Context: an optimization exercise on an open-source flow, tuned for small area. The choices shown serve that exercise and are no tape-out recipe. At most, simulation tests tie the RTL to the original design; equivalence was not proved. No functional check of the RTL was part of runs 4 and 5. Power and IR drop assume default switching activity.

[flow/run.sh]
#!/bin/bash
# synth_recipe.tcl (not shown) runs the flow's synth.tcl, then flattens the netlist and writes it again
# the make line also repeats each setting of config.mk as NAME=value (left out here)
make -C /OpenROAD-flow-scripts/flow DESIGN_CONFIG=/design/flow/config.mk WORK_HOME=/design/flow/orfs CLKGATE_MAP_FILE= SYNTH_SCRIPT=/design/flow/synth_recipe.tcl finish
[flow/config.mk]
export PLATFORM = sky130hd
export DESIGN_NAME = dotProduct
export DESIGN_NICKNAME = dotProduct
export VERILOG_FILES = /design/flow/design.v
export SDC_FILE = /design/flow/constraint.sdc
export NUM_CORES = 4
export LEC_CHECK = 0
export CAP_MARGIN = 20
export CORE_MARGIN = 2
export CORE_UTILIZATION = 40
export PLACE_DENSITY = 0.6
export SLEW_MARGIN = 20
[flow/constraint.sdc]
create_clock -name core_clock -period 10.0 [get_ports {clk}]
set_input_delay 2.0000 -clock core_clock [delete_from_list [all_inputs] [get_ports {clk}]]
set_output_delay 2.0000 -clock core_clock [all_outputs]
set_load 0.01 [all_outputs]
[flow/design.v]
module multiplier
		#(parameter Data_Width = 8)
		(in_data0, in_data1, out_data);
		input [Data_Width-1:0] in_data0, in_data1;
		output [Data_Width*2-1:0] out_data;
		assign out_data = in_data0 * in_data1;
endmodule
module PEGroup
			#(
			parameter Data_Width = 8,
			parameter Para_Deg = 4)
			(clk, reset, load_old_output, data0, data1, result, old_output);
			input clk, reset, load_old_output;
			input [Para_Deg * Data_Width - 1:0] data0, data1;
			input [Para_Deg * Data_Width * 2 - 1:0] old_output;
			output [Para_Deg * Data_Width * 2 - 1:0] result;
			wire [Data_Width * 2 - 1:0] mul_result [0:Para_Deg-1];
			reg [Data_Width * 2 - 1:0] tmp_result [0:Para_Deg-1];
			genvar PE_index;
			generate
				for(PE_index = 0; PE_index < Para_Deg; PE_index = PE_index + 1) begin: PEs
					multiplier #(.Data_Width(Data_Width)) mul(.in_data0(data0[Data_Width * (PE_index+1) - 1:Data_Width * PE_index]), 
					.in_data1(data1[Data_Width * (PE_index+1) - 1:Data_Width * PE_index]), .out_data(mul_result[PE_index]));
				end
			endgenerate
			integer acc_index;
			always@(posedge clk) begin
				if(reset) begin
					for(acc_index = 0; acc_index < Para_Deg; acc_index = acc_index + 1) begin: clearRegs
						tmp_result[acc_index] <= 0;
					end					
				end
				else if(load_old_output)begin
					for(acc_index = 0; acc_index < Para_Deg; acc_index = acc_index + 1) begin: accumulateWithOutput
						tmp_result[acc_index] <= old_output[2 * Data_Width * acc_index +:2 * Data_Width] + mul_result[acc_index];
					end
				end
				else begin	
					for(acc_index = 0; acc_index < Para_Deg; acc_index = acc_index + 1) begin: accumulate
						tmp_result[acc_index] <= mul_result[acc_index];
					end
				end
			end
			genvar out_index;
				generate
				for(out_index = 0; out_index < Para_Deg; out_index = out_index + 1) begin: output_connection
					assign result[Data_Width * 2 * out_index +:2 * Data_Width] = tmp_result[out_index];
				end
			endgenerate
endmodule
module Dual_SRAM
		#(
		parameter Data_Width = 8,
		parameter Addr_Width = 4,
		parameter Ram_Depth = 1 << Addr_Width,
		parameter Para_Deg = 2)
		(clk, Mem_Clear, Chip_Select, En_Write, En_Read, Addr_Write, Addr_Read, Write_Data, Read_Data);
			input clk, Mem_Clear, Chip_Select, En_Write, En_Read;
			input [Addr_Width-1:0] Addr_Write, Addr_Read;
			input [Para_Deg * Data_Width-1:0] Write_Data;
			output [Para_Deg * Data_Width-1:0] Read_Data;
			reg [Para_Deg * Data_Width-1:0] Read_Data;
			reg [Data_Width-1:0] Mem_Data [0:Ram_Depth-1];
			integer Mem_Index;
			integer Write_Index;
			always@(posedge clk) begin
				if(Mem_Clear) begin
					for(Mem_Index = 0; Mem_Index < Ram_Depth;Mem_Index = Mem_Index + 1) begin: ClearMemory
						Mem_Data[Mem_Index] <= 0;
					end
				end
				else if(Chip_Select && En_Write) begin
					for(Write_Index = 0; Write_Index < Para_Deg; Write_Index = Write_Index + 1) begin: WriteParallel
						Mem_Data[Addr_Write + Write_Index] <= Write_Data[Write_Index * Data_Width +: Data_Width];
					end
				end
				else begin
					for(Mem_Index = 0; Mem_Index < Ram_Depth;Mem_Index = Mem_Index + 1) begin: MemoryNoWrite
						Mem_Data[Mem_Index] <= Mem_Data[Mem_Index];
					end					
				end
			end
			integer Read_Index;
			always@(posedge clk) begin
				if(!Mem_Clear && Chip_Select && En_Read) begin
					for(Read_Index = 0; Read_Index < Para_Deg; Read_Index = Read_Index + 1) begin: ReadParallel
						Read_Data[Read_Index * Data_Width +: Data_Width] <= Mem_Data[Addr_Read + Read_Index];
					end
				end
				else begin
					Read_Data <= 0;
				end
			end
endmodule
module MEMController
		#(	
			parameter Addr_Width = 4,
			parameter Ram_Depth = 1 << Addr_Width,
			parameter Nums_SRAM_In = 2,
			parameter Nums_SRAM_Out = 1,
			parameter Nums_SRAM = Nums_SRAM_In + Nums_SRAM_Out,
			parameter Nums_Data_in_bits = 4,
			parameter Nums_Data = 1 << Nums_Data_in_bits,
			parameter Nums_Pipeline_Stages = 4,
			parameter Pipeline_Tail = Nums_Pipeline_Stages - 1,
			parameter Total_Computation_Steps = Nums_Data + Pipeline_Tail,
			parameter Para_Deg = 1
		)
		(clk, Mem_reset, Comp_reset, Mem_Index_reset, load_from_file, Computing, write_to_file, loading_signal, computing_signal, write_to_file_signal,
		Mem_Clear, En_Chip_Select, En_Write, En_Read, Addr_Read, Addr_Write, 
		test, mem_index_test);
		input clk, Mem_reset, Comp_reset, Mem_Index_reset, load_from_file, Computing, write_to_file;
		output reg [Nums_SRAM - 1:0] Mem_Clear, En_Chip_Select, En_Write, En_Read;
		output reg [Nums_SRAM * Addr_Width - 1:0] Addr_Read , Addr_Write;
		reg [Nums_Data_in_bits:0] computation_step_counter;
		output reg loading_signal, computing_signal, write_to_file_signal;
		output [Nums_Data_in_bits:0] test;
		reg [Addr_Width:0] mem_index_counter;  
		output [Addr_Width:0] mem_index_test;
		assign mem_index_test = mem_index_counter;
		assign test = computation_step_counter;
		integer Ram_Index;
		integer Addr_Index;
		always@(posedge clk) begin
			for(Ram_Index = 0; Ram_Index < Nums_SRAM; Ram_Index = Ram_Index + 1) begin: MemReset
				Mem_Clear[Ram_Index] <= Mem_reset;
			end
		end
		always@(posedge clk) begin
			if(load_from_file) begin
				loading_signal <= 1;
			end
			else if (loading_signal)  begin
				if (mem_index_counter < Ram_Depth) begin
					loading_signal <= loading_signal;
				end
				else begin
					loading_signal <= 0;
				end
			end
			else begin
				loading_signal <= 0;
			end
			if(Computing) begin
				computing_signal <= 1;
			end
			else if (computing_signal) begin
				if (computation_step_counter < Total_Computation_Steps) begin
					computing_signal <= computing_signal;
				end
				else begin
					computing_signal <= 0;
				end
			end
			else begin
				computing_signal <= computing_signal;
			end
			if (write_to_file) begin
				write_to_file_signal <= 1;	
			end
			else if (write_to_file_signal) begin
				if(mem_index_counter < Ram_Depth + 1) begin
					write_to_file_signal <= write_to_file_signal;
				end
				else begin
					write_to_file_signal <= 0;
				end
			end
			else begin
				write_to_file_signal <= write_to_file_signal;
			end
		end
		always@(posedge clk) begin
			if(Mem_Index_reset) begin
				mem_index_counter <= 0;
			end
			else if(loading_signal) begin
				if (mem_index_counter < Ram_Depth) begin
					mem_index_counter <= mem_index_counter + Para_Deg; 
				end
				else begin
					mem_index_counter <= mem_index_counter;
				end
			end
			else if(write_to_file_signal) begin
				if (mem_index_counter < Ram_Depth + 1) begin
					mem_index_counter <= mem_index_counter + Para_Deg;
				end
				else begin
					mem_index_counter <= mem_index_counter;
				end
			end
			else begin
				mem_index_counter <= mem_index_counter;
			end			
		end
		always@(posedge clk) begin
			if(Comp_reset) begin
				computation_step_counter <= 0;
			end
			else if(computing_signal) begin
				if (computation_step_counter < Total_Computation_Steps) begin
					computation_step_counter <= computation_step_counter + Para_Deg;
				end
				else begin
					computation_step_counter <= computation_step_counter;
				end
			end
		end
		always @(posedge clk) begin
			if(loading_signal) begin
				if (mem_index_counter < Ram_Depth) begin
					for(Ram_Index = 0; Ram_Index < Nums_SRAM; Ram_Index = Ram_Index + 1) begin: MemSetLoadingSignals
						En_Chip_Select[Ram_Index] <= 1;
						En_Read[Ram_Index] <= 1;
						En_Write[Ram_Index] <= 1;
						Addr_Write[Ram_Index * Addr_Width +: Addr_Width] <= mem_index_counter;
						Addr_Read[Ram_Index * Addr_Width +: Addr_Width] <= mem_index_counter - 2;
					end
				end
				else begin
					for(Ram_Index = 0; Ram_Index < Nums_SRAM; Ram_Index = Ram_Index + 1) begin: MemSetNotLoadingSignals
						En_Chip_Select[Ram_Index] <= 0;
						En_Read[Ram_Index] <= 0;
						En_Write[Ram_Index] <= 0;
						Addr_Write[Ram_Index * Addr_Width +: Addr_Width] <= 0;
						Addr_Read[Ram_Index * Addr_Width +: Addr_Width] <= 0;
					end
				end				
			end
			else if(write_to_file_signal) begin
				if (mem_index_counter < Ram_Depth + 1) begin
					for(Ram_Index = Nums_SRAM_In; Ram_Index < Nums_SRAM; Ram_Index = Ram_Index + 1) begin: MemSetWritingSignals
						En_Chip_Select[Ram_Index] <= 1;
						En_Read[Ram_Index] <= 1;
						En_Write[Ram_Index] <= 0;
						Addr_Write[Ram_Index * Addr_Width +: Addr_Width] <= 0;
						Addr_Read[Ram_Index * Addr_Width +: Addr_Width] <= mem_index_counter;
					end
				end
				else begin
					for(Ram_Index = Nums_SRAM_In; Ram_Index < Nums_SRAM; Ram_Index = Ram_Index + 1) begin: MemSetNotWritingSignals
						En_Chip_Select[Ram_Index] <= 0;
						En_Read[Ram_Index] <= 0;
						En_Write[Ram_Index] <= 0;
						Addr_Write[Ram_Index * Addr_Width +: Addr_Width] <= 0;
						Addr_Read[Ram_Index * Addr_Width +: Addr_Width] <= 0;
					end
				end				
			end
			else if(computing_signal) begin
				if(computation_step_counter < Total_Computation_Steps) begin
					for(Ram_Index = 0; Ram_Index < Nums_SRAM; Ram_Index = Ram_Index + 1) begin: MemSetComputingSignalsAllSRAM
						En_Chip_Select[Ram_Index] <= 1;
						if(computation_step_counter < Total_Computation_Steps - Pipeline_Tail) begin
							En_Read[Ram_Index] <= 1;
							Addr_Read[Ram_Index * Addr_Width +: Addr_Width] <= computation_step_counter;
						end
						else begin
							En_Read <= 0;
							Addr_Read <= 0;
						end
					end
					for(Ram_Index = 0; Ram_Index < Nums_SRAM_In; Ram_Index = Ram_Index + 1) begin: MemSetComputingSignalsInputSRAM
						En_Write[Ram_Index] <= 0;
						Addr_Write[Ram_Index * Addr_Width +: Addr_Width] <= 0;
					end
					for(Ram_Index = Nums_SRAM_In; Ram_Index < Nums_SRAM; Ram_Index = Ram_Index + 1) begin: MemSetComputingSignalsOutputSRAM
						if(computation_step_counter > 1 && computation_step_counter < Total_Computation_Steps - 1) begin
							En_Write[Ram_Index] <= 1;
							Addr_Write[Ram_Index * Addr_Width +: Addr_Width] <= computation_step_counter - 2;
						end
						else begin
							En_Write[Ram_Index] <= 0;
							Addr_Write[Ram_Index * Addr_Width +: Addr_Width] <= 0;						
						end
					end				
				end
				else begin
					En_Chip_Select <= 0;
					En_Read <= 0;
					En_Write <= 0;
					Addr_Read <= 0;
					Addr_Write <= 0;
				end
			end
			else begin
				En_Chip_Select <= 0;
				En_Read <= 0;
				En_Write <= 0;
				Addr_Read <= 0;
				Addr_Write <= 0;
			end
		end
endmodule
module dotProduct
		#(
			parameter Addr_Width = 5,
			parameter Ram_Depth = 1 << Addr_Width,
			parameter Nums_SRAM_In = 2,
			parameter Nums_SRAM_Out = 1,
			parameter Nums_SRAM = Nums_SRAM_In + Nums_SRAM_Out,
			parameter Nums_Data_in_bits = 5,
			parameter Nums_Data = 1 << Nums_Data_in_bits,
			parameter Nums_Pipeline_Stages = 4,
			parameter Pipeline_Tail = Nums_Pipeline_Stages - 1,
			parameter Total_Computation_Steps = Nums_Data + Pipeline_Tail,
			parameter Para_Deg = 1,
			parameter Data_Width_In = 8,
			parameter Data_Width_Out = 16
		)
		(clk, Mem_reset, Comp_reset, Mem_Index_reset, Computing,
		PE_reset, load_old_output, load_from_file, write_to_file,
		input_data_from_file, output_data_from_file, output_data_to_file,
		result, state);
		input clk, Mem_reset, Comp_reset, Mem_Index_reset, Computing;
		input PE_reset, load_old_output, load_from_file, write_to_file;
		input [Nums_SRAM_In * Para_Deg * Data_Width_In - 1:0] input_data_from_file;
		input [Nums_SRAM_Out * Para_Deg * Data_Width_Out - 1:0] output_data_from_file;
		output [Nums_SRAM_Out * Para_Deg * Data_Width_Out - 1:0] output_data_to_file;
		output [Para_Deg * Data_Width_Out - 1:0] result;
		output [Nums_Data_in_bits:0] state;
		wire [Nums_SRAM - 1:0] memclear, cs, en_w, en_r;
		wire [Nums_SRAM * Addr_Width - 1:0] read_addr, write_addr;
		wire [Para_Deg * Data_Width_In - 1:0] data_in [0:Nums_SRAM_In-1];
		wire [Para_Deg * Data_Width_Out - 1:0] old_output;
		wire [Para_Deg * Data_Width_Out - 1:0] data_out [0:Nums_SRAM_Out-1];
		wire [Para_Deg * Data_Width_In - 1:0] write_in_data [0:Nums_SRAM_In-1];
		wire [Para_Deg * Data_Width_Out - 1:0] write_out_data [0:Nums_SRAM_Out-1];
		wire loading_signal, computing_signal, write_to_file_signal;
		MEMController #(.Addr_Width(Addr_Width), .Ram_Depth(Ram_Depth), .Nums_SRAM_In(Nums_SRAM_In), .Nums_SRAM_Out(Nums_SRAM_Out), .Nums_SRAM(Nums_SRAM),
		.Nums_Data_in_bits(Nums_Data_in_bits), .Nums_Data(Nums_Data), .Nums_Pipeline_Stages(Nums_Pipeline_Stages), .Pipeline_Tail(Pipeline_Tail),
		.Total_Computation_Steps(Total_Computation_Steps), .Para_Deg(Para_Deg))
		memcontroller (.clk(clk), .Mem_reset(Mem_reset), .Comp_reset(Comp_reset), .Mem_Index_reset(Mem_Index_reset), 
		.load_from_file(load_from_file), .Computing(Computing), .write_to_file(write_to_file), 
		.loading_signal(loading_signal), .computing_signal(computing_signal), .write_to_file_signal(write_to_file_signal),
		.Mem_Clear(memclear), .En_Chip_Select(cs), .En_Write(en_w), .En_Read(en_r), .Addr_Read(read_addr), .Addr_Write(write_addr),
		 .test(state), .mem_index_test());
		genvar SRAM_Index;
		genvar offset_Index;
		generate
			for(SRAM_Index = 0; SRAM_Index < Nums_SRAM_In; SRAM_Index = SRAM_Index + 1) begin: SRAMsINs
				Dual_SRAM #(.Data_Width(Data_Width_In), .Addr_Width(Addr_Width), .Ram_Depth(Ram_Depth), .Para_Deg(Para_Deg))
				srams_inputs (.clk(clk), .Mem_Clear(memclear[SRAM_Index]), .Chip_Select(cs[SRAM_Index]), .En_Write(en_w[SRAM_Index]),
				.En_Read(en_r[SRAM_Index]), .Addr_Write(write_addr[Addr_Width * SRAM_Index +: Addr_Width]), 
				.Addr_Read(read_addr[Addr_Width * SRAM_Index +: Addr_Width]), .Write_Data(write_in_data[SRAM_Index]), .Read_Data(data_in[SRAM_Index]));
				assign write_in_data[SRAM_Index] = loading_signal ? input_data_from_file[SRAM_Index * Para_Deg * Data_Width_In +: Para_Deg * Data_Width_In] : 0;
			end
			for(SRAM_Index = Nums_SRAM_In; SRAM_Index < Nums_SRAM; SRAM_Index = SRAM_Index + 1) begin: SRAMsOuts
				Dual_SRAM #(.Data_Width(Data_Width_Out), .Addr_Width(Addr_Width), .Ram_Depth(Ram_Depth), .Para_Deg(Para_Deg))
				srams_outputs (.clk(clk), .Mem_Clear(memclear[SRAM_Index]), .Chip_Select(cs[SRAM_Index]), .En_Write(en_w[SRAM_Index]), 
				.En_Read(en_r[SRAM_Index]), .Addr_Write(write_addr[Addr_Width * SRAM_Index +: Addr_Width]), 
				.Addr_Read(read_addr[Addr_Width * SRAM_Index +: Addr_Width]), .Write_Data(write_out_data[SRAM_Index-Nums_SRAM_In]), .Read_Data(old_output));
				assign write_out_data[SRAM_Index-Nums_SRAM_In] = loading_signal ? 
						output_data_from_file[(SRAM_Index-Nums_SRAM_In) * Para_Deg * Data_Width_Out +: Para_Deg * Data_Width_Out] : data_out[SRAM_Index-Nums_SRAM_In];
			end
		endgenerate
		assign output_data_to_file = old_output;
		PEGroup #(.Data_Width(Data_Width_In), .Para_Deg(Para_Deg))
		pegroups (.clk(clk), .reset(PE_reset), .load_old_output(load_old_output), .data0(data_in[0]), .data1(data_in[1]), .result(data_out[0]), .old_output(old_output));
		genvar result_index;
		generate
			for(SRAM_Index = 0; SRAM_Index < Nums_SRAM_Out; SRAM_Index = SRAM_Index + 1) begin : resultOutParallel
				for(result_index = 0; result_index < Para_Deg; result_index = result_index + 1) begin: resultParallel
					assign result[result_index * Data_Width_Out +: Data_Width_Out] = data_out[SRAM_Index][result_index * Data_Width_Out +: Data_Width_Out];
				end
			end	
		endgenerate
endmodule
==> summary.txt, run 1 <==
STA
  – Final Hold Fails: 0
  – Rel. slew slack: 0.2195
  – Min Tclk post-route: 6.133 ns
  – Final setup violation count: 0
  – RSZ-0062 raised after global routing: false
  – Slew at the pin with the worst max-slew slack: about 1.2 ns
  – Hold Worst Slack: about 0.57 ns
  – Clock Skew: 0.05382 ns
  – TNS Setup: 0 ns
  – Fin crit share: 0.6133
  – Final WS setup: 3.867 ns
  – Fmax: approximately 160 MHz
  – Slew Limit Fails: 0

Critical path
  – Worst path max stage delay: about 0.54 ns
  – Largest delay contributor family on the critical path: adder cells
  – Arrival @ worst endpoint: approximately 6.7 ns
  – Cells on worst reg2reg path: 20
  – CP max FO: 8
  – Worst path depth: 20
  – WP buf/inv: 3
  – CP max-delay cell: fa_1
  – Data required, critical path: roughly 11 ns
  – Cells along the critical path: and2_1 > fa_1 > fa_1 > fa_1 > inv_1 > fa_1 > inv_1 > ha_1 > o21a_1 > o21a_1 > a21oi_1 > o21ba_2 > xor2_1 > inv_1 > ha_1 > nand4_1 > o211ai_1 > mux2i_1 > or4_1 > mux2i_1
  – CP Launch Type: flip-flop
  – Crit end category: flip-flop
  – Critical Path Most Common Cell: fa_1
  – CP Class: flip-flop to flip-flop

Yosys
  – Most common library cells after synthesis: nor2_1, edfxtp_1, mux4_2, clkbuf_1, nand2_1
  – Post-Syn Instances: about 3,500
  – Largest cells by area after synthesis: edfxtp_1, mux4_2, nor2_1
  – Distinct cell type count after synthesis: 66
  – Avg Inst Size Synth: 14.46 sq um
  – Synth Register Bits: around 1,100
  – Synth Flop Type: edfxtp_1
  – Post-synth top area share: 0.6209
  – Sequential element share of the synthesized area: 0.6517
  – Synth Net Count: 3,607
  – Asr flop ratio synth: 0
  – Area leader, netlist: edfxtp_1
  – Area of the mapped netlist: 50,150 sq um
  – Top-count cell post-synth: nor2_1
  – Synth warnings: 7
  – Number of synthesized flops with an enable pin: 1,037

Floorplanning
  – Row cnt: 129
  – Core area: 124,100 sq um
  – Die Area: approximately 130,000 sq um
  – Initial Utilization: 0.4040
  – Ports: 79
  – Die width: 358.1 um
  – Die outline height: 358.1 um

Clock tree
  – Clk Tree Root Cell: clkbuf_16
  – Cts repair resizes: 0
  – Clk sinks: 1,114
  – Post-CTS setup buffer count: 0
  – Post-CTS Hold Buffers: 0
  – Clock-pin slew on the worst setup and hold paths: 0.06 ns
  – Worst-skew pair later-pin latency: 0.73 ns
  – Num CTS Buffers: around 120
  – CTS tree: yes
  – Clock buffer depth: 3
  – H-tree depth: 3

GRT
  – Largest net degree at the start of global routing: around 130
  – Vias in the first global route: 28,488
  – First-pass GRT wire length: approximately 200 mm
  – Total track usage: 0.2094
  – Initial antenna violation count: 6
  – Congestion Overflow GR: 0

Finish
  – Fillers: 10,843
  – Antenna cells: 0
  – Layout area overhead: 11.85%
  – Layout cell share with drive strength beyond 1: 0.1621
  – Design area: about 56,000 sq um
  – FF+latch area: 32,700 sq um
  – Non-filler instance count after layout: approximately 5,200
  – Fin util: 0.4519
  – Area of the multi-input gates: around 16,000 sq um
  – # nets final: around 3,600

Min path
  – Min-delay worst type: flip-flop to flip-flop
  – Hold path cells: 2

Detailed routing
  – Post-Route WL: 134.2 mm
  – Vias per std cell: 5.563
  – DRT Pass-1 Iters: 5
  – DRC violations left: 0
  – DR vias: 28,837
  – Avg WL per Cell: 25.88 um
  – Post-route ant nets: 0
  – Initial DRC count: 2,828

Placed design
  – Placed inst area: between 50,000 and 60,000 sq um
  – Placed cells: between 4,000 and 5,000
  – Detailed placement HPWL: 81.95 mm
  – Dpl ws: 3.913 ns
  – GPL Wtd Cong: roughly 0.8
  – IO buf count: 78

Power
  – Power Dens Cells: 195.2 nW/um^2
  – P_leak: 20.31 nW
  – Worst vdd ir: 0.1395 mV
  – Overall Power: 10.95 mW

Outcome
  – Status: finished clean

Run
  – Max-cap violation count: 0
## tightest hold or removal path, cell delays in order (launching register included)
cell and delay (ns):
dfxtp_1 0.34, a31oi_1 0.14, nor2_1 0.04
## cell families after synthesis
logic type | count (synthesis) | synth area share
and+or+nand+nor | 1420 | 0.1174
AOI/OAI and AO/OA | 100 | 0.01370
buffers and inverters | 327 | 0.02652
adders and majority gates | 98 | 0.02999
muxes | 379 | 0.1555
xor gates and xnor gates | 30 | 0.005239
DFF | 1114 | 0.6517
## path summary, 6_finish.rpt
kind                                              to                             startpoint  slack, ns
hold reg to reg   memcontroller.mem_index_counter[5]     memcontroller.mem_index_counter[0]       0.57
hold / removal    memcontroller.mem_index_counter[5]     memcontroller.mem_index_counter[0]       0.57
setup / recovery          pegroups.tmp_result[0][15]  SRAMsINs[0].srams_inputs.Read_Data[2]       3.87
setup reg to reg          pegroups.tmp_result[0][15]  SRAMsINs[0].srams_inputs.Read_Data[2]       3.87
## final cells by class
class / count / area share
clock buffer: 150 / 0.05454
clock inverter: 64 / 0.008855
inverter: 61 / 0.004082
multi-input combinational: 2027 / 0.2915
sequential: 1114 / 0.5829
tap: 1637 / 0.03651
timing repair buffer: 131 / 0.02168
## routing by layer
layer / GRT usage / vias to the layer above / wire (um)
met5: 0 / - / 33
met3: 0.02997 / 170 / 9796
met2: 0.3359 / 1115 / 64430
li1: - / 12563 / -
met4: 0.05615 / 4 / 3479
met1: 0.3004 / 14985 / 56420
## placed cells by master (no fill, tap or decap), types with 10 or more instances in the layout
| cell | netlist | layout |
|---|---|---|
| clkdlybuf4s50_1 | 0 | 78 |
| and2_1 | 59 | 59 |
| nand2b_1 | 73 | 73 |
| fa_1 | 37 | 37 |
| mux4_2 | 320 | 320 |
| mux2i_1 | 58 | 42 |
| a21oi_1 | 21 | 21 |
| dfxtp_1 | 77 | 71 |
| xnor2_1 | 20 | 20 |
| nand2_1 | 113 | 113 |
| clkbuf_1 | 208 | 30 |
| clkbuf_16 | 0 | 115 |
| a21o_1 | 13 | 13 |
| edfxtp_1 | 1037 | 1037 |
| nor3_1 | 16 | 16 |
| mux2i_4 | 0 | 16 |
| clkinv_1 | 1 | 27 |
| o21ai_0 | 20 | 20 |
| xor2_1 | 10 | 10 |
| ha_1 | 61 | 61 |
| inv_1 | 60 | 60 |
| nor2_1 | 1098 | 1098 |
| buf_4 | 14 | 50 |
| clkinv_2 | 0 | 24 |
## state kept, by name, summed over array words and instances (netlist names), 2 cells and up
| signal | cells |
|---|---|
| SRAMsOuts.srams_outputs.Read_Data | 16 |
| memcontroller.En_Write | 2 |
| SRAMsINs.srams_inputs.Mem_Data | 512 |
| memcontroller.mem_index_counter | 6 |
| memcontroller.En_Chip_Select | 2 |
| memcontroller.Addr_Write | 10 |
| memcontroller.computation_step_counter | 6 |
| memcontroller.Addr_Read | 10 |
| SRAMsINs.srams_inputs.Read_Data | 16 |
| memcontroller.En_Read | 2 |
| SRAMsOuts.srams_outputs.Mem_Data | 512 |
| pegroups.tmp_result | 16 |
## power breakdown
group	internal (mW)	total [mW]	switching (mW)	leakage, nW
Sequential	5.31	5.47	0.152	11.4
Clock	2.26	4.09	1.83	1.74
Combinational	0.583	1.40	0.814	7.22
Total	8.16	11.0	2.79	20.3
==> run 2: changes to the inputs <==
==> flow/design.v (replaced) <==
module multiplier
		#(parameter Data_Width = 8)
		(in_data0, in_data1, out_data);
		input [Data_Width-1:0] in_data0, in_data1;
		output [Data_Width*2-1:0] out_data;
		assign out_data = in_data0 * in_data1;
endmodule
module dotProduct
		(clk, Mem_reset, Comp_reset, Mem_Index_reset, Computing,
		PE_reset, load_old_output, load_from_file, write_to_file,
		input_data_from_file, output_data_from_file, output_data_to_file,
		result, state);
		input clk, Mem_reset, Comp_reset, Mem_Index_reset, Computing;
		input PE_reset, load_old_output, load_from_file, write_to_file;
		input [15:0] input_data_from_file;
		input [15:0] output_data_from_file;
		output [15:0] output_data_to_file;
		output [15:0] result;
		output [5:0] state;
		reg clr, ls, cs, ws;
		reg [5:0] mic, csc;
		wire mic_lt32 = ~mic[5];
		wire mic_lt33 = ~mic[5] | (mic[4:0] == 5'd0);
		wire csc_lt32 = ~csc[5];
		wire csc_lt35 = ~csc[5] | (csc[4:0] < 5'd3);
		always @(posedge clk) begin
			clr <= Mem_reset;
			ls <= load_from_file | (ls & mic_lt32);
			cs <= Computing | (cs & csc_lt35);
			ws <= write_to_file | (ws & mic_lt33);
			if (Mem_Index_reset)
				mic <= 6'd0;
			else if (ls ? mic_lt32 : (ws & mic_lt33))
				mic <= mic + 6'd1;
			if (Comp_reset)
				csc <= 6'd0;
			else if (cs & csc_lt35)
				csc <= csc + 6'd1;
		end
		assign state = csc;
		reg en_r_ab, en_w_ab, en_r_o, en_w_o;
		reg [4:0] ar_ab, ar_o, aw_o;
		always @(posedge clk) begin
			if (ls) begin
				en_r_ab <= mic_lt32;
				en_w_ab <= mic_lt32;
				ar_ab <= mic[4:0] - 5'd2;
				en_r_o <= mic_lt32;
				en_w_o <= mic_lt32;
				ar_o <= mic[4:0] - 5'd2;
				aw_o <= mic[4:0];
			end else if (ws) begin
				en_r_o <= mic_lt33;
				en_w_o <= 1'b0;
				ar_o <= mic[4:0];
			end else if (cs) begin
				en_r_ab <= csc_lt32 & csc_lt35;
				en_w_ab <= 1'b0;
				ar_ab <= csc[4:0];
				en_r_o <= csc_lt32 & csc_lt35;
				en_w_o <= csc_lt35 & (csc[5:1] != 5'd0) & (csc != 6'd34);
				ar_o <= csc[4:0];
				aw_o <= csc[4:0] - 5'd2;
			end else begin
				en_r_ab <= 1'b0;
				en_w_ab <= 1'b0;
				en_r_o <= 1'b0;
				en_w_o <= 1'b0;
			end
		end
		reg rd_ab, rd_o;
		reg [4:0] ard_ab, ard_o;
		always @(posedge clk) begin
			rd_ab <= en_r_ab;
			rd_o <= en_r_o;
			ard_ab <= ar_ab;
			ard_o <= ar_o;
		end
		wire [4:0] aw_ab = ar_ab + 5'd2;
		wire [15:0] wd_ab = clr ? 16'd0 : input_data_from_file;
		wire [15:0] wd_o = clr ? 16'd0 : (ls ? output_data_from_file : result);
		reg [15:0] mem_ab [0:31];
		reg [15:0] mem_o [0:31];
		genvar i;
		generate
			for (i = 0; i < 32; i = i + 1) begin : row
				always @(posedge clk) begin
					if (clr | (en_w_ab & (aw_ab == i)))
						mem_ab[i] <= wd_ab;
					if (clr | (en_w_o & (aw_o == i)))
						mem_o[i] <= wd_o;
				end
			end
		endgenerate
		reg [15:0] q_ab, q_o;
		integer k;
		always @* begin
			q_ab = 16'd0;
			q_o = 16'd0;
			for (k = 0; k < 32; k = k + 1) begin
				q_ab = q_ab | (mem_ab[k] & {16{rd_ab & (ard_ab == k)}});
				q_o = q_o | (mem_o[k] & {16{rd_o & (ard_o == k)}});
			end
		end
		assign output_data_to_file = q_o;
		wire [15:0] prod;
		multiplier #(.Data_Width(8)) mul (.in_data0(q_ab[7:0]), .in_data1(q_ab[15:8]), .out_data(prod));
		reg [15:0] acc;
		always @(posedge clk) begin
			if (PE_reset)
				acc <= 16'd0;
			else if (load_old_output)
				acc <= q_o + prod;
			else
				acc <= prod;
		end
		assign result = acc;
endmodule
--- a/flow/config.mk
+++ b/flow/config.mk
@@ -7,6 +7,7 @@
 export LEC_CHECK = 0
 export CAP_MARGIN = 20
 export CORE_MARGIN = 2
-export CORE_UTILIZATION = 40
-export PLACE_DENSITY = 0.6
+export CORE_UTILIZATION = 55
+export CTS_BUF_LIST = sky130_fd_sc_hd__clkbuf_4 sky130_fd_sc_hd__clkbuf_8
+export PLACE_DENSITY = 0.7
 export SLEW_MARGIN = 20
==> run 2 against run 1 <==
Die area is 37% lower. Sequential share of layout area is 6.8 points higher. Clock-buffer cell count is 74 higher. Synthesized cell count is 23% lower. Clock power is 6.8% lower. Area after synthesis is 14% lower. Worst setup slack worse by 1.9 ns. Hold slack worse by 0.24 ns. Clock skew is 0.0078 ns higher. Fmax is 24% lower.
==> summary.txt, run 2 <==
Outcome
  – Status: finished clean

STA
  – Min Tclk post-route: 8.064 ns (+1.931 ns)
  – Clock Skew: 0.06166 ns (+0.007837 ns)
  – Final Hold Fails: 0 (unchanged)
  – Slew at the pin with the worst max-slew slack: 1.171 ns (+0.005276 ns)
  – TNS Setup: 0 ns (unchanged)
  – Fin crit share: 0.8064 (+0.1931)
  – Final setup violation count: 0 (unchanged)
  – Fmax: 124.0 MHz (-24%)
  – Slew Limit Fails: 0 (unchanged)
  – Rel. slew slack: 0.2194 (about the same)
  – RSZ-0062 raised after global routing: false

Finish
  – Largest regs: mem_ab x512, mem_o x512, acc x16
  – Layout cell share with drive strength beyond 1: 0.1525 (-0.009594)
  – Most frequent cells in the layout: edfxtp_1, a22oi_1, clkbuf_8, nor2_1, buf_4
  – # nets final: 3,064 (-15%)
  – Layout area overhead: 14.89%
  – Non-filler instance count after layout: 4,103 (-21%)
  – Fillers: 5,434 (-50%)
  – Commonest non-fill, non-tap cell in the layout: edfxtp_1

Critical path
  – Critical path origin: ard_ab[1]
  – R2r setup slk: 1.94 ns (-1.93 ns)
  – CP Class: flip-flop to flip-flop
  – Launching point of the worst reg2reg path: ard_ab[1]
  – Crit end category: flip-flop
  – Cells on worst reg2reg path: 26 (+30%)
  – Reg-to-Reg End: acc[15]
  – CP max FO: 10 (+2)
  – Worst path max stage delay: 0.81 ns (+0.27 ns)
  – CP max-delay cell: nor2_1
  – Data required, critical path: 10.70 ns (+0.11 ns)
  – Arrival @ worst endpoint: 8.76 ns (+2.04 ns)
  – Critical Path Most Common Cell: fa_1
  – Worst Setup EP: acc[15]
  – CP Launch Type: flip-flop

Detailed routing
  – Avg WL per Cell: 33.04 um (+28%)
  – DRT Pass-1 Iters: 8 (+3)
  – Post-Route WL: 135.6 mm (+1.0%)
  – Initial DRC count: 4,766 (+69%)
  – DR vias: 27,746 (-3.8%)
  – DRC violations left: 0 (unchanged)
  – Vias per std cell: 6.762 (+22%)
  – Post-route ant nets: 0 (unchanged)

Placed design
  – Placed cells: 3,793 (-24%)
  – IO buf count: 78 (unchanged)
  – Detailed placement HPWL: 79.78 mm (-2.6%)
  – GPL Wtd Cong: 0.9235 (+14%)

Yosys
  – Xor and xnor area share after synthesis: 0.007131 (+0.001891)
  – Adder-Cell Fraction of Synth Area: 0.03527 (+0.005286)
  – Post-synthesis mux area share: 0.006316 (-0.1492)
  – Distinct cell type count after synthesis: 63 (-4.5%)
  – Synth Flop Type: edfxtp_1
  – Area leader, netlist: edfxtp_1
  – Compound-Gate Fraction of Synth Area: 0.1138 (+0.1001)
  – Post-synth top area share: 0.7264 (+0.1055)
  – Simple-gate share of the synthesized area: 0.07395 (-0.04343)
  – Synth warnings: 3 (-4)
  – Synth Register Bits: 1,086 (-2.5%)
  – Number of synthesized flops with an enable pin: 1,040 (+0.29%)
  – Largest cells by area after synthesis: edfxtp_1, a22oi_1, dfxtp_1
  – Sequential element share of the synthesized area: 0.7479 (+0.09620)
  – Area of the mapped netlist: 42,990 sq um (-14%)
  – Most common library cells after synthesis: edfxtp_1, a22oi_1, nor2_1, nand4_1, nand2_1
  – Top-count cell post-synth: edfxtp_1
  – Post-Syn Instances: 2,668 (-23%)
  – Avg Inst Size Synth: 16.11 sq um (+11%)
  – Synth Net Count: 2,808 (-22%)
  – Asr flop ratio synth: 0 (unchanged)
  – Largest family of logic cells by synthesized area: compound AO/OA/AOI/OAI gates

Clock tree
  – Cts repair resizes: 0 (unchanged)
  – Clock buffer depth: 3 (unchanged)
  – CTS tree: yes
  – Worst-skew pair later-pin latency: 0.85 ns (+0.12 ns)
  – Clk sinks: 1,086 (-2.5%)
  – Num CTS Buffers: 168 (+46%)
  – Post-CTS setup buffer count: 0 (unchanged)
  – H-tree depth: 4 (+1)
  – Post-CTS Hold Buffers: 0 (unchanged)
  – Clock-pin slew on the worst setup and hold paths: 0.07 ns (about the same)
  – Clk Tree Root Cell: clkbuf_8

Power
  – P_leak: 18.06 nW (-11%)
  – Power Dens Cells: 259.0 nW/um^2 (+33%)
  – Worst vdd ir: 0.2401 mV (+72%)

Floorplanning
  – Ports: 79 (unchanged)
  – Initial Utilization: 0.5549 (+0.1509)
  – Row cnt: 102 (-21%)
  – Die outline height: 283.6 um (-21%)
  – Die width: 283.6 um (-21%)
  – Die Area: 80,410 sq um (-37%)
  – Core area: 77,470 sq um (-38%)

GRT
  – Congestion Overflow GR: 0 (unchanged)
  – Initial antenna violation count: 4 (-2)
  – Largest net degree at the start of global routing: 63 (-51%)
  – First-pass GRT wire length: 191.6 mm (-2.2%)
  – Total track usage: 0.3356 (+0.1262)
  – Vias in the first global route: 27,183 (-4.6%)

Run
  – Max-cap violation count: 0 (unchanged)

Min path
  – Min-delay worst type: flip-flop to flip-flop
-- run 2: worst max-delay path, delay by kind of cell, from the launching register on --
family	cells	cell delay [ns]
adders and majority gates	6	2.58
and+or+nand+nor	8	2.43
AOI/OAI and AO/OA	6	1.25
muxes	2	0.60
buffers and inverters	3	0.46
DFF	1	0.44
xor gates and xnor gates	1	0.17
-- run 2: cell type report --
cell class	instances	area, sq um	area share
Multi-Input combinational cell	1408	10570	0.2140
Antenna cell	1	2.502	0.00005066
Clock buffer	224	2745	0.05558
Sequential cell	1086	32160	0.6510
Timing Repair Buffer	196	1678	0.03397
Inverter	64	240.2	0.004864
Tap cell	1040	1301	0.02635
Clock inverter	84	700.7	0.01419
-- run 2: how the worst min path moves through the flow --
| stage | slack (ns) | startpoint | cells past startpoint | end |
|---|---|---|---|---|
| final | 0.34 | en_r_o | 0 | rd_o |
| after global routing | 0.34 | en_r_o | 0 | rd_o |
| after CTS | 0.34 | en_r_o | 0 | rd_o |
| after detailed placement | 0.32 | en_r_o | 0 | rd_o |
| after global placement | 0.32 | en_r_o | 0 | rd_o |
| after floorplan | 0.31 | en_r_o | 0 | rd_o |
-- run 2: stage by stage --
stage | hold WS [ns] | util | instance area, sq um | power, mW | setup slack, ns
6_report | 0.3362 | 0.6376 | 49390 | 12.79 | 1.936
5_1_grt | 0.3441 | 0.6376 | 49390 | 13.36 | 1.770
4_1_cts | 0.3359 | 0.6362 | 49290 | 12.78 | 2.096
3_5_place_dp | 0.3212 | 0.5918 | 45840 | 9.015 | 2.128
3_3_place_gp | 0.3188 | 0.5911 | 45790 | 8.943 | 2.228
2_1_floorplan | 0.3096 | - | 42990 | 7.927 | 3.411
-- run 2: report_power, final --
group / total (mW) / internal (mW) / switching, mW
Clock: 3.81 / 2.01 / 1.80
Combinational: 3.43 / 1.30 / 2.12
Sequential: 5.56 / 5.42 / 0.142
-- run 2: metal layers --
metal / vias up / global-route usage / routed length [um]
met5: - / 0 / 24
met2: 2380 / 0.5220 / 61990
met3: 381 / 0.09437 / 20210
met1: 13686 / 0.4525 / 47780
li1: 11295 / - / -
met4: 4 / 0.1316 / 5567
-- run 2: kinds of logic after synthesis --
family                     count (synthesis)
AOI/OAI and AO/OA                        642
xor gates and xnor gates                  35
adders and majority gates                 99
buffers and inverters                    174
DFF                                     1086
muxes                                     27
and+or+nand+nor                          605
==> run 3: changes to the inputs <==
--- a/flow/config.mk
+++ b/flow/config.mk
@@ -7,7 +7,6 @@
 export LEC_CHECK = 0
 export CAP_MARGIN = 20
 export CORE_MARGIN = 2
-export CORE_UTILIZATION = 55
-export CTS_BUF_LIST = sky130_fd_sc_hd__clkbuf_4 sky130_fd_sc_hd__clkbuf_8
-export PLACE_DENSITY = 0.7
+export CORE_UTILIZATION = 40
+export PLACE_DENSITY = 0.6
 export SLEW_MARGIN = 20
==> run 3 against run 2 <==
Clock-buffer cell count down 87. Critical endpoint unchanged. Hold slack worse by 0.0042 ns. Largest power group unchanged. Still clean on timing, DRC and antenna. Core utilization down 17 points.
==> summary.txt, run 3 <==
Finish
  – Most frequent cells in the layout: edfxtp_1, a22oi_1, nor2_1, buf_4, clkbuf_16
  – # nets final: 2,997 (-2.2%)
  – Commonest non-fill, non-tap cell in the layout: edfxtp_1
  – Non-filler instance count after layout: 4,342 (+5.8%)
  – Layout cell share with drive strength beyond 1: 0.1160 (-0.03649)
  – Largest regs: mem_ab x512, mem_o x512, acc x16
  – Antenna cells: 0 (-1)
  – Layout area overhead: 15.52%
  – Fin util: 0.4645 (-0.1730)

Clock tree
  – Clock buffer depth: 3 (unchanged)
  – Post-CTS setup buffer count: 0 (unchanged)
  – Post-CTS Hold Buffers: 0 (unchanged)
  – Cts repair resizes: 0 (unchanged)
  – H-tree depth: 3 (-1)
  – Num CTS Buffers: 106 (-37%)
  – Worst-skew pair later-pin latency: 0.70 ns (-0.15 ns)
  – Clk Tree Root Cell: clkbuf_16
  – CTS tree: yes
  – Clk sinks: 1,086 (unchanged)
  – Clock-pin slew on the worst setup and hold paths: 0.06 ns (about the same)

STA
  – Final setup violation count: 0 (unchanged)
  – RSZ-0062 raised after global routing: false
  – Rel. slew slack: 0.1745 (-0.04487)
  – TNS Setup: 0 ns (unchanged)
  – Clock Skew: 0.03822 ns (-0.02344 ns)
  – Fin crit share: 0.7974 (-0.008951)
  – Fmax: 125.4 MHz (+1.1%)
  – Min Tclk post-route: 7.974 ns (-0.08951 ns)
  – Slew at the pin with the worst max-slew slack: 1.234 ns (+0.06275 ns)
  – Slew Limit Fails: 0 (unchanged)
  – Final Hold Fails: 0 (unchanged)

Power
  – Internal Pwr Total: 8.854 mW (+1.4%)
  – Clk pwr share: 0.296 (about the same)
  – Power Dens Cells: 258.9 nW/um^2 (about the same)
  – Switch Pwr: 4.005 mW (-1.4%)
  – Seq pwr share: 0.432 (-0.003)
  – Worst vdd ir: 0.2349 mV (-2.2%)
  – Switching Fraction: 0.3115 (-0.005940)
  – P_leak: 17.79 nW (-1.5%)
  – Gate power share: 0.272 (+0.004)

Floorplanning
  – Die Area: 110,100 sq um (+37%)
  – Initial Utilization: 0.4021 (-0.1528)
  – Core area: 106,900 sq um (+38%)
  – Die width: 331.8 um (+17%)
  – Ports: 79 (unchanged)
  – Die outline height: 331.8 um (+17%)
  – Row cnt: 120 (+18%)

Yosys
  – Synth Register Bits: 1,086 (unchanged)
  – Post-Syn Instances: 2,668 (unchanged)
  – Synth warnings: 3 (unchanged)
  – Most common library cells after synthesis: edfxtp_1, a22oi_1, nor2_1, nand4_1, nand2_1
  – Avg Inst Size Synth: 16.11 sq um (unchanged)
  – Asr flop ratio synth: 0 (unchanged)
  – Number of synthesized flops with an enable pin: 1,040 (unchanged)
  – Top-count cell post-synth: edfxtp_1
  – Largest cells by area after synthesis: edfxtp_1, a22oi_1, dfxtp_1
  – Area of the mapped netlist: 42,990 sq um (unchanged)
  – Sequential element share of the synthesized area: 0.7479 (unchanged)
  – Distinct cell type count after synthesis: 63 (unchanged)
  – Area leader, netlist: edfxtp_1
  – Post-synth top area share: 0.7264 (unchanged)
  – Synth Net Count: 2,808 (unchanged)
  – Synth Flop Type: edfxtp_1

GRT
  – Largest net degree at the start of global routing: 83 (+32%)
  – Initial antenna violation count: 1 (-3)
  – Congestion Overflow GR: 0 (unchanged)
  – Vias in the first global route: 26,315 (-3.2%)
  – First-pass GRT wire length: 195.1 mm (+1.8%)
  – Total track usage: 0.2489 (-0.08674)

Run
  – Max-cap violation count: 0 (unchanged)

Detailed routing
  – Initial DRC count: 4,093 (-14%)
  – Post-Route WL: 139.5 mm (+2.9%)
  – Avg WL per Cell: 32.12 um (-2.8%)
  – DRC violations left: 0 (unchanged)
  – Vias per std cell: 6.204 (-8.3%)
  – Post-route ant nets: 0 (unchanged)
  – DRT Pass-1 Iters: 6 (-2)
  – DR vias: 26,939 (-2.9%)

Critical path
  – CP Launch Type: flip-flop
  – CP max-delay cell: nor2_1
  – Critical Path Most Common Cell: fa_1
  – WP buf/inv: 4 (+1)
  – Crit end category: flip-flop
  – Arrival @ worst endpoint: 8.56 ns (-0.20 ns)
  – Worst path max stage delay: 0.79 ns (-0.02 ns)
  – Data required, critical path: 10.59 ns (-0.11 ns)
  – CP max FO: 8 (-2)
  – CP Class: flip-flop to flip-flop
  – Largest delay contributor family on the critical path: adder cells

Placed design
  – GPL Wtd Cong: 0.8749 (-5.3%)
  – Placed cells: 4,152 (+9.5%)
  – IO buf count: 78 (unchanged)
  – Detailed placement HPWL: 83.34 mm (+4.5%)

Min path
  – Min-delay worst type: flip-flop to flip-flop

Outcome
  – Status: finished clean
-- run 3: cell count changes in the layout (fill, tap and decap cells not counted), moves of 8 or more --
cell       change
clkbuf_4      -54
clkbuf_8     -170
clkinv_1      -11
clkbuf_1      +29
clkinv_2       -9
nor2_4         +8
clkbuf_16    +108
nor2_1        -14
-- run 3: logic make-up after synthesis --
family / after synthesis / share of synthesized area
flops: 1086 / 0.7479
fa+ha+maj: 99 / 0.03527
simple gates: 605 / 0.07395
buf+inv: 174 / 0.01566
xor+xnor: 35 / 0.007130
compound gates: 642 / 0.1138
mux: 27 / 0.006316
-- run 3: through the flow --
step / power [mW] / hold slack [ns] / worst slack, ns / area, sq um
after floorplan: 7.927 / 0.3096 / 3.411 / 42990
after global placement: 9.079 / 0.3257 / 2.044 / 46230
after detailed placement: 9.102 / 0.3229 / 2.052 / 46290
after CTS: 12.88 / 0.3330 / 2.027 / 49540
after global routing: 13.45 / 0.3614 / 1.642 / 49660
final: 12.86 / 0.3320 / 2.026 / 49660
-- run 3: layer usage --
metal	routed length [um]	vias up	track usage
met1	52230	13732	0.3308
met4	5342	0	0.08791
li1	-	11123	-
met3	16730	339	0.05932
met5	0	-	0
met2	65180	1745	0.4008
-- run 3: worst register-to-register path, delay by kind of cell, from the launching register on --
kind	cells	cell delay (ns)
buffers and inverters	4	0.54
DFF	1	0.37
xor gates and xnor gates	1	0.20
AOI/OAI and AO/OA	6	1.11
adders and majority gates	6	2.60
muxes	2	0.63
and+or+nand+nor	8	2.42
-- run 3: final cells by class --
type	count	area, sq um
Clock inverter	53	437.9
Sequential cell	1086	32160
Fill cell	9098	57240
Inverter	64	240.2
Tap cell	1403	1755
Timing Repair Buffer	191	1644
Multi-Input combinational cell	1408	10620
Clock buffer	137	2811
-- run 3: path summary, 6_finish.rpt --
| kind | start | endpoint | slack [ns] | cells past startpoint |
|---|---|---|---|---|
| worst min-delay path | en_r_o | rd_o | 0.33 | 0 |
| worst min register to register | en_r_o | rd_o | 0.33 | 0 |
| worst max-delay path | ard_ab[3] | acc[15] | 2.03 | 27 |
| worst max register to register | ard_ab[3] | acc[15] | 2.03 | 27 |
-- run 3: power by group through the flow --
stage	combinational, mW	sequential (mW)	clock, mW
floorplan	2.33	5.60	0
global placement	3.44	5.64	0
CTS	3.49	5.56	3.83
global route	3.86	5.59	4.00
detailed placement	3.45	5.65	0
finish	3.49	5.56	3.81
==> run 4: changes to the inputs <==
--- a/flow/design.v
+++ b/flow/design.v
@@ -76,7 +76,6 @@
 			ard_ab <= ar_ab;
 			ard_o <= ar_o;
 		end
-		wire [4:0] aw_ab = ar_ab + 5'd2;
 		wire [15:0] wd_ab = clr ? 16'd0 : input_data_from_file;
 		wire [15:0] wd_o = clr ? 16'd0 : (ls ? output_data_from_file : result);
 		reg [15:0] mem_ab [0:31];
@@ -85,7 +84,7 @@
 		generate
 			for (i = 0; i < 32; i = i + 1) begin : row
 				always @(posedge clk) begin
-					if (clr | (en_w_ab & (aw_ab == i)))
+					if (clr | (en_w_ab & (aw_o == i)))
 						mem_ab[i] <= wd_ab;
 					if (clr | (en_w_o & (aw_o == i)))
 						mem_o[i] <= wd_o;
@@ -109,10 +108,8 @@
 		always @(posedge clk) begin
 			if (PE_reset)
 				acc <= 16'd0;
-			else if (load_old_output)
-				acc <= q_o + prod;
 			else
-				acc <= prod;
+				acc <= prod + (q_o & {16{load_old_output}});
 		end
 		assign result = acc;
 endmodule
--- a/flow/config.mk
+++ b/flow/config.mk
@@ -5,8 +5,11 @@
 export SDC_FILE = /design/flow/constraint.sdc
 export NUM_CORES = 4
 export LEC_CHECK = 0
-export CAP_MARGIN = 20
+export CAP_MARGIN = 0
 export CORE_MARGIN = 2
 export CORE_UTILIZATION = 40
+export CTS_CLUSTER_DIAMETER = 150
+export CTS_CLUSTER_SIZE = 30
+export GPL_TIMING_DRIVEN = 0
 export PLACE_DENSITY = 0.6
-export SLEW_MARGIN = 20
+export SLEW_MARGIN = 0
==> run 4 against run 3 <==
Final cell count decreased by 5.1%. Flip-flop and latch count unchanged. Combinational power decreased by 35%. Core utilization decreased by 1.9 points. Non-clock buffer count increased by 15. Sequential share of layout area increased by 4.1 points. Fmax increased by 0.83%. Largest cell class unchanged. Largest power group unchanged.
==> summary.txt, run 4 <==
Outcome
  – Status: finished clean

Critical path
  – WP buf/inv: 4 (unchanged)
  – Cells along the critical path: nand4bb_1 > nor2_1 > clkbuf_1 > a22oi_1 > nand4_1 > nor2_1 > nand3_1 > nand2_1 > fa_1 > fa_1 > inv_1 > ha_1 > inv_1 > fa_1 > inv_1 > ha_1 > a21o_1 > a21o_1 > a2111oi_0 > nor3_1 > a2111o_1 > o311ai_0 > mux2_2
  – CP Class: flip-flop to flip-flop
  – Cells on worst reg2reg path: 23 (-15%)
  – Reg-to-Reg End: acc[14]
  – Critical path origin: rd_ab
  – CP max-delay cell: clkbuf_1
  – CP max FO: 10 (+2)
  – Launching point of the worst reg2reg path: rd_ab
  – Largest delay contributor family on the critical path: simple AND/OR/NAND/NOR gates
  – Crit end category: flip-flop
  – CP Launch Type: flip-flop
  – R2r setup slk: 2.09 ns (+0.07 ns)
  – Arrival @ worst endpoint: 8.47 ns (-0.09 ns)
  – Worst path max stage delay: 1.07 ns (+0.28 ns)
  – Data required, critical path: 10.56 ns (-0.03 ns)

GRT
  – First-pass GRT wire length: 188.5 mm (-3.4%)
  – Initial antenna violation count: 2 (+1)
  – Total track usage: 0.2482 (-0.0007167)
  – Largest net degree at the start of global routing: 33 (-60%)
  – Congestion Overflow GR: 0 (unchanged)
  – Vias in the first global route: 24,800 (-5.8%)

Finish
  – # nets final: 2,838 (-5.3%)
  – Commonest non-fill, non-tap cell in the layout: edfxtp_1
  – Layout area overhead: 10.60%
  – Layout cell share with drive strength beyond 1: 0.05609 (-0.05994)
  – Largest regs: mem_ab x512, mem_o x512, acc x16
  – Fillers: 9,102 (+0.044%)
  – Most frequent cells in the layout: edfxtp_1, a22oi_1, nor2_1, nand4_1, clkbuf_1
  – Fin util: 0.4451 (-0.01942)
  – FF+latch area: 32,150 sq um (about the same)
  – Area of the multi-input gates: 9662 sq um (-9.0%)

Detailed routing
  – DR vias: 26,127 (-3.0%)
  – DRT Pass-1 Iters: 6 (unchanged)
  – Initial DRC count: 4,917 (+20%)
  – Avg WL per Cell: 33.28 um (+3.6%)
  – Vias per std cell: 6.342 (+2.2%)
  – Post-route ant nets: 0 (unchanged)
  – DRC violations left: 0 (unchanged)
  – Post-Route WL: 137.1 mm (-1.7%)

Yosys
  – Synth Net Count: 2,691 (-4.2%)
  – Synth Flop Type: edfxtp_1
  – Area of the mapped netlist: 42,250 sq um (-1.7%)
  – Number of synthesized flops with an enable pin: 1,040 (unchanged)
  – Synth warnings: 3 (unchanged)
  – Asr flop ratio synth: 0 (unchanged)
  – Distinct cell type count after synthesis: 59 (-6.3%)
  – Post-synth top area share: 0.7392 (+0.01276)
  – Sequential element share of the synthesized area: 0.7610 (+0.01313)
  – Avg Inst Size Synth: 16.54 sq um (+2.6%)
  – Post-Syn Instances: 2,555 (-4.2%)
  – Top-count cell post-synth: edfxtp_1
  – Area leader, netlist: edfxtp_1
  – Synth Register Bits: 1,086 (unchanged)
  – Most common library cells after synthesis: edfxtp_1, a22oi_1, nor2_1, nand4_1, clkbuf_1
  – Largest cells by area after synthesis: edfxtp_1, a22oi_1, fa_1

Clock tree
  – Worst-skew pair later-pin latency: 0.67 ns (-0.03 ns)
  – Cts repair resizes: 0 (unchanged)
  – Num CTS Buffers: 42 (-60%)
  – Clk sinks: 1,086 (unchanged)
  – Clock-pin slew on the worst setup and hold paths: 0.12 ns (+0.06 ns)
  – Clock buffer depth: 3 (unchanged)
  – Post-CTS setup buffer count: 0 (unchanged)
  – CTS tree: yes
  – Post-CTS Hold Buffers: 0 (unchanged)
  – H-tree depth: 2 (-1)
  – Clk Tree Root Cell: clkbuf_16

Placed design
  – Detailed placement HPWL: 82.97 mm (-0.44%)
  – GPL Wtd Cong: 0.8686 (-0.72%)
  – IO buf count: 77 (-1.3%)
  – Dpl ws: 2.257 ns (+0.2052 ns)

STA
  – Final setup violation count: 0 (unchanged)
  – Slew Limit Fails: 0 (unchanged)
  – Slew at the pin with the worst max-slew slack: 1.469 ns (+0.2354 ns)
  – Rel. slew slack: 0.02062 (-0.1539)
  – Final Hold Fails: 0 (unchanged)
  – Min Tclk post-route: 7.909 ns (-0.06530 ns)
  – Hold Worst Slack: 0.3510 ns (+0.01901 ns)
  – RSZ-0062 raised after global routing: false
  – Final WS setup: 2.091 ns (+0.06530 ns)
  – Clock Skew: 0.04171 ns (+0.003492 ns)
  – Fmax: 126.4 MHz (+0.83%)
  – TNS Setup: 0 ns (unchanged)
  – Fin crit share: 0.7909 (-0.006530)

Run
  – Max-cap violation count: 0 (unchanged)

Floorplanning
  – Die Area: 108,200 sq um (-1.7%)
  – Core area: 105,000 sq um (-1.8%)
  – Ports: 79 (unchanged)
  – Initial Utilization: 0.4025 (about the same)
  – Row cnt: 119 (-0.83%)
  – Die width: 329.0 um (-0.86%)
  – Die outline height: 329.0 um (-0.86%)

Min path
  – Worst Hold End: rd_o
  – Hold path cells: 0 (unchanged)
  – Hold Startpoint: en_r_o
  – Min-delay worst type: flip-flop to flip-flop

Power
  – Worst vdd ir: 0.2049 mV (-13%)
  – P_leak: 16.03 nW (-9.9%)
  – Power Dens Cells: 212.0 nW/um^2 (-18%)
## run 4: cell types whose count changed after synthesis, moves of 16 or more
cell | previous run | this run
a221oi_1 | 43 | 7
a22o_1 | 44 | 4
a22oi_1 | 408 | 494
ha_1 | 62 | 45
inv_1 | 64 | 85
nand3_1 | 71 | 8
nand4_1 | 97 | 119
nor3_1 | 36 | 20
## run 4: worst max path at each step
| stage | cells after the start | endpoint | slack [ns] |
|---|---|---|---|
| 3_5_place_dp | 22 | acc[14] | 2.26 |
| 5_1_grt | 23 | acc[14] | 1.76 |
| 2_1_floorplan | 17 | acc[14] | 3.76 |
| 6_report | 23 | acc[14] | 2.09 |
| 3_3_place_gp | 23 | acc[14] | 2.32 |
| 4_1_cts | 22 | acc[14] | 2.24 |
## run 4: cell families after synthesis
logic type      count (synthesis)  synth area share
fa+ha+maj                      95           0.03702
buf+inv                       188           0.01703
simple gates                  519           0.06507
xor+xnor                       21          0.004354
flops                        1086            0.7610
compound gates                627            0.1110
mux                            19          0.004561
## run 4: where the power goes
part / internal, mW / switching (mW) / total [mW]
Clock: 0.811 / 1.36 / 2.17
Sequential: 5.35 / 0.108 / 5.46
Combinational: 0.826 / 1.44 / 2.27
Total: 6.99 / 2.91 / 9.90
## run 4: area by class of cell
cell class | count | area share
flip-flops and latches | 1086 | 0.6881
multi-input cells | 1281 | 0.2068
well taps | 1391 | 0.03725
repair buffers | 103 | 0.02683
clock buffers | 65 | 0.02434
plain buffers | 103 | 0.008569
inverters | 85 | 0.006828
clock inverters | 5 | 0.001259
diodes | 1 | 0.00005356
## run 4: metrics by stage
step	power, mW	instances	instance area, sq um
after floorplan	6.942	2555	42250
after global placement	7.746	4023	44760
after detailed placement	7.818	4047	45460
after CTS	9.892	4117	46660
after global routing	10.32	4119	46720
final	9.905	4120	46720
## run 4: layer usage
metal | track usage | wire length [um] | vias up
met5 | 0 | 9 | -
met4 | 0.07435 | 4614 | 2
met3 | 0.05420 | 16890 | 270
met2 | 0.3895 | 62570 | 1890
met1 | 0.3477 | 53010 | 13471
li1 | - | - | 10494
==> run 5: changes to the inputs <==
--- a/flow/config.mk
+++ b/flow/config.mk
@@ -7,9 +7,8 @@
 export LEC_CHECK = 0
 export CAP_MARGIN = 0
 export CORE_MARGIN = 2
-export CORE_UTILIZATION = 40
+export CORE_UTILIZATION = 60
 export CTS_CLUSTER_DIAMETER = 150
 export CTS_CLUSTER_SIZE = 30
-export GPL_TIMING_DRIVEN = 0
-export PLACE_DENSITY = 0.6
+export PLACE_DENSITY = 0.75
 export SLEW_MARGIN = 0
==> run 5 against run 4 <==
Combinational power is essentially flat. Power shrank 0.26%. Synthesized cell count is the same. Hold slack gained 0.0018 ns. Sequential power is essentially flat. Die area shrank 33%. Final area shrank 1.1%. Worst setup slack gained 0.80 ns. Critical path depth is the same. Fmax grew 11%. Critical path type unchanged. Largest power group unchanged. Highest routed layer unchanged.
==> summary.txt, run 5 <==
Critical path
  – CP max FO: 10 (unchanged)
  – Arrival @ worst endpoint: 7.65 ns (-0.82 ns)
  – Critical path origin: rd_ab
  – Data required, critical path: 10.54 ns (-0.02 ns)
  – CP Launch Type: flip-flop
  – R2r setup slk: 2.89 ns (+0.80 ns)
  – Crit end category: flip-flop
  – Worst Setup EP: acc[14]
  – CP Class: flip-flop to flip-flop
  – Cells on worst reg2reg path: 23 (unchanged)
  – Launching point of the worst reg2reg path: rd_ab
  – Reg-to-Reg End: acc[14]

Power
  – Gate power share: 0.231 (+0.002)
  – Switch Pwr: 2.872 mW (-1.4%)
  – Power Dens Cells: 213.7 nW/um^2 (+0.83%)
  – Seq pwr share: 0.553 (+0.002)
  – P_leak: 16.33 nW (+1.9%)
  – Overall Power: 9.879 mW (-0.26%)
  – Switching Fraction: 0.2907 (-0.003509)
  – Clk pwr share: 0.216 (-0.004)
  – Worst vdd ir: 0.2420 mV (+18%)
  – Internal Pwr Total: 7.007 mW (+0.24%)

Run
  – Max-cap violation count: 0 (unchanged)

STA
  – Clock Skew: 0.04881 ns (+0.007094 ns)
  – Rel. slew slack: 0.1173 (+0.09664)
  – Min Tclk post-route: 7.111 ns (-0.7983 ns)
  – RSZ-0062 raised after global routing: false
  – Slew at the pin with the worst max-slew slack: 1.324 ns (-0.1450 ns)
  – Fmax: 140.6 MHz (+11%)
  – Final Hold Fails: 0 (unchanged)
  – Fin crit share: 0.7111 (-0.07983)
  – Final setup violation count: 0 (unchanged)
  – Slew Limit Fails: 0 (unchanged)
  – TNS Setup: 0 ns (unchanged)

Yosys
  – Area of the mapped netlist: 42,250 sq um (unchanged)
  – Top-count cell post-synth: edfxtp_1
  – Area leader, netlist: edfxtp_1
  – Asr flop ratio synth: 0 (unchanged)
  – Synth Register Bits: 1,086 (unchanged)
  – Synth warnings: 3 (unchanged)
  – Sequential element share of the synthesized area: 0.7610 (unchanged)
  – Simple-gate share of the synthesized area: 0.06507 (unchanged)
  – Largest family of logic cells by synthesized area: compound AO/OA/AOI/OAI gates
  – Synth Net Count: 2,691 (unchanged)
  – Post-synth top area share: 0.7392 (unchanged)
  – Post-Syn Instances: 2,555 (unchanged)
  – Largest cells by area after synthesis: edfxtp_1, a22oi_1, fa_1
  – Adder-Cell Fraction of Synth Area: 0.03702 (unchanged)
  – Number of synthesized flops with an enable pin: 1,040 (unchanged)
  – Post-synthesis mux area share: 0.004561 (unchanged)
  – Compound-Gate Fraction of Synth Area: 0.1110 (unchanged)
  – Synth Flop Type: edfxtp_1
  – Xor and xnor area share after synthesis: 0.004353 (unchanged)
  – Distinct cell type count after synthesis: 59 (unchanged)
  – Most common library cells after synthesis: edfxtp_1, a22oi_1, nor2_1, nand4_1, clkbuf_1
  – Avg Inst Size Synth: 16.54 sq um (unchanged)

Detailed routing
  – Avg WL per Cell: 35.36 um (+6.3%)
  – DRT Pass-1 Iters: 6 (unchanged)
  – Post-route ant nets: 0 (unchanged)
  – DRC violations left: 0 (unchanged)
  – DR vias: 26,400 (+1.0%)
  – Post-Route WL: 129.9 mm (-5.2%)
  – Initial DRC count: 4,870 (-0.96%)
  – Vias per std cell: 7.184 (+13%)

GRT
  – Vias in the first global route: 25,526 (+2.9%)
  – Total track usage: 0.3557 (+0.1075)
  – Congestion Overflow GR: 0 (unchanged)
  – Initial antenna violation count: 4 (+2)
  – Largest net degree at the start of global routing: 83 (+150%)
  – First-pass GRT wire length: 181.9 mm (-3.5%)

Clock tree
  – Clock-pin slew on the worst setup and hold paths: 0.12 ns (about the same)
  – Clock buffer depth: 3 (unchanged)
  – Num CTS Buffers: 42 (unchanged)
  – Clk sinks: 1,086 (unchanged)
  – CTS tree: yes
  – Post-CTS Hold Buffers: 0 (unchanged)
  – Post-CTS setup buffer count: 0 (unchanged)
  – Worst-skew pair later-pin latency: 0.65 ns (-0.02 ns)
  – Clk Tree Root Cell: clkbuf_16
  – H-tree depth: 2 (unchanged)
  – Cts repair resizes: 0 (unchanged)

Floorplanning
  – Die Area: 72,550 sq um (-33%)
  – Die width: 269.4 um (-18%)
  – Ports: 79 (unchanged)
  – Initial Utilization: 0.6043 (+0.2019)
  – Core area: 69,910 sq um (-33%)
  – Row cnt: 97 (-18%)
  – Die outline height: 269.4 um (-18%)

Placed design
  – Detailed placement HPWL: 76.89 mm (-7.3%)
  – IO buf count: 78 (+1.3%)
  – GPL Wtd Cong: 0.9691 (+12%)

Finish
  – Commonest non-fill, non-tap cell in the layout: edfxtp_1
  – Layout cell share with drive strength beyond 1: 0.08605 (+0.02996)
  – Largest regs: mem_ab x512, mem_o x512, acc x16
  – Most frequent cells in the layout: edfxtp_1, a22oi_1, nor2_1, buf_4, nand4_1
  – # nets final: 2,842 (+0.14%)
  – Fillers: 4,668 (-49%)
  – Layout area overhead: 9.397%

Min path
  – Min-delay worst type: flip-flop to flip-flop

Outcome
  – Status: finished clean
==> run 5: routing by layer <==
layer | GRT usage | wire length (um) | part of all wire
met3 | 0.1144 | 22200 | 0.17
met2 | 0.5317 | 57030 | 0.44
met5 | 0 | 11 | 0.000085
met1 | 0.4829 | 43440 | 0.33
met4 | 0.1604 | 7259 | 0.056
==> run 5: power groups by stage <==
stage / Sequential, mW / Clock [mW] / Combinational (mW)
floorplan: 5.53 / 0 / 1.41
detailed placement: 5.57 / 0 / 2.26
finish: 5.47 / 2.13 / 2.28
CTS: 5.46 / 2.12 / 2.27
global route: 5.49 / 2.26 / 2.52
global placement: 5.55 / 0 / 2.22
==> run 5: kinds of logic after synthesis <==
logic type               after synthesis
adder cells (fa/ha/maj)               95
buffers and inverters                188
AO/OA/AOI/OAI                        627
XOR/XNOR                              21
flip-flops                          1086
AND/OR/NAND/NOR                      519
multiplexers                          19
==> run 5: stage by stage <==
stage,std cells,cell area (sq um),utilization,hold slack (ns),setup slack [ns]
floorplan,2555,42250,-,0.3096,3.760
global placement,3602,44980,0.6435,0.3309,2.855
detailed placement,3602,44980,0.6435,0.3294,2.704
CTS,3671,46210,0.6610,0.3542,3.020
global route,3671,46210,0.6610,0.3635,2.587
finish,3675,46220,0.6611,0.3528,2.889
==> run 5: worst min-delay path by stage <==
stage,endpoint,start,slack (ns),depth (start not counted)
floorplan,rd_o,en_r_o,0.31,0
detailed placement,ard_o[2],ar_o[2],0.33,0
global route,ard_o[3],ar_o[3],0.36,0
global placement,ard_o[4],ar_o[4],0.33,0
CTS,ard_o[2],ar_o[2],0.35,0
finish,ard_o[2],ar_o[2],0.35,0
==> run 5: cell type report <==
| cell class | instances | area, sq um | area share |
|---|---|---|---|
| Tap cell | 940 | 1176 | 0.02545 |
| Sequential cell | 1086 | 32160 | 0.6957 |
| Multi-Input combinational cell | 1281 | 9560 | 0.2069 |
| Antenna cell | 4 | 10.01 | 0.0002166 |
| Clock inverter | 3 | 62.56 | 0.001354 |
| Clock buffer | 66 | 1162 | 0.02515 |
| Timing Repair Buffer | 210 | 1772 | 0.03833 |
| Inverter | 85 | 319.1 | 0.006903 |
==> run 5: critical path: stages, from the launching register on <==
cell and delay [ns]:
dfxtp_1 0.47, nand4bb_1 0.28, nor2_1 0.87, buf_4 0.36
a22oi_1 0.11, nand4_1 0.12, nor2_1 0.06, nand3_1 0.50
nand2_1 0.16, fa_1 0.47, fa_1 0.55, inv_1 0.05
ha_1 0.26, inv_1 0.04, fa_1 0.52, inv_1 0.05
ha_1 0.26, a21o_1 0.15, a21o_1 0.20, a2111oi_0 0.48
nor3_1 0.17, a2111o_1 0.38, o311ai_0 0.10, mux2_2 0.38

[afterwards: timing with drivers on the ports]
The flow's constraints put no driver on any port. The routed layouts listed below were extracted and timed again, unchanged, in two steps.
Step 1 assumes that a clkbuf_16 drives the clock port and a buf_2 every other input.
Step 2, shift: input delay + t, output delay - t, t = (earliest + latest rising clock arrival at the registers) / 2. This alone moves slack from input paths to output paths.
Three values: no drivers, after step 1, after step 2; two values: the first two.
run | t, ns | setup slack, ns | hold WS [ns] | worst setup path at the end | latest minus earliest clock arrival (ns)
run 1 | 0.774 | 3.867 / 3.867 / 3.867 | 0.574 / 0.574 / 0.574 | register to register | 0.056 / 0.056
run 2 | 0.889 | 1.936 / 1.936 / 1.936 | 0.336 / 0.336 / 0.336 | register to register | 0.071 / 0.070
run 3 | 0.748 | 2.026 / 2.026 / 2.026 | 0.332 / 0.332 / 0.332 | register to register | 0.042 / 0.042
run 4 | 0.715 | 2.091 / 2.091 / 2.091 | 0.351 / 0.351 / 0.351 | register to register | 0.046 / 0.046
run 5 | 0.696 | 2.889 / 2.889 / 2.712 | 0.353 / 0.353 / 0.353 | input to register | 0.051 / 0.051
After both steps setup and hold are still met in every run listed. The setup slack of run 5, which loses most, moves by 0.000 ns with the drivers and by -0.177 ns with both steps.
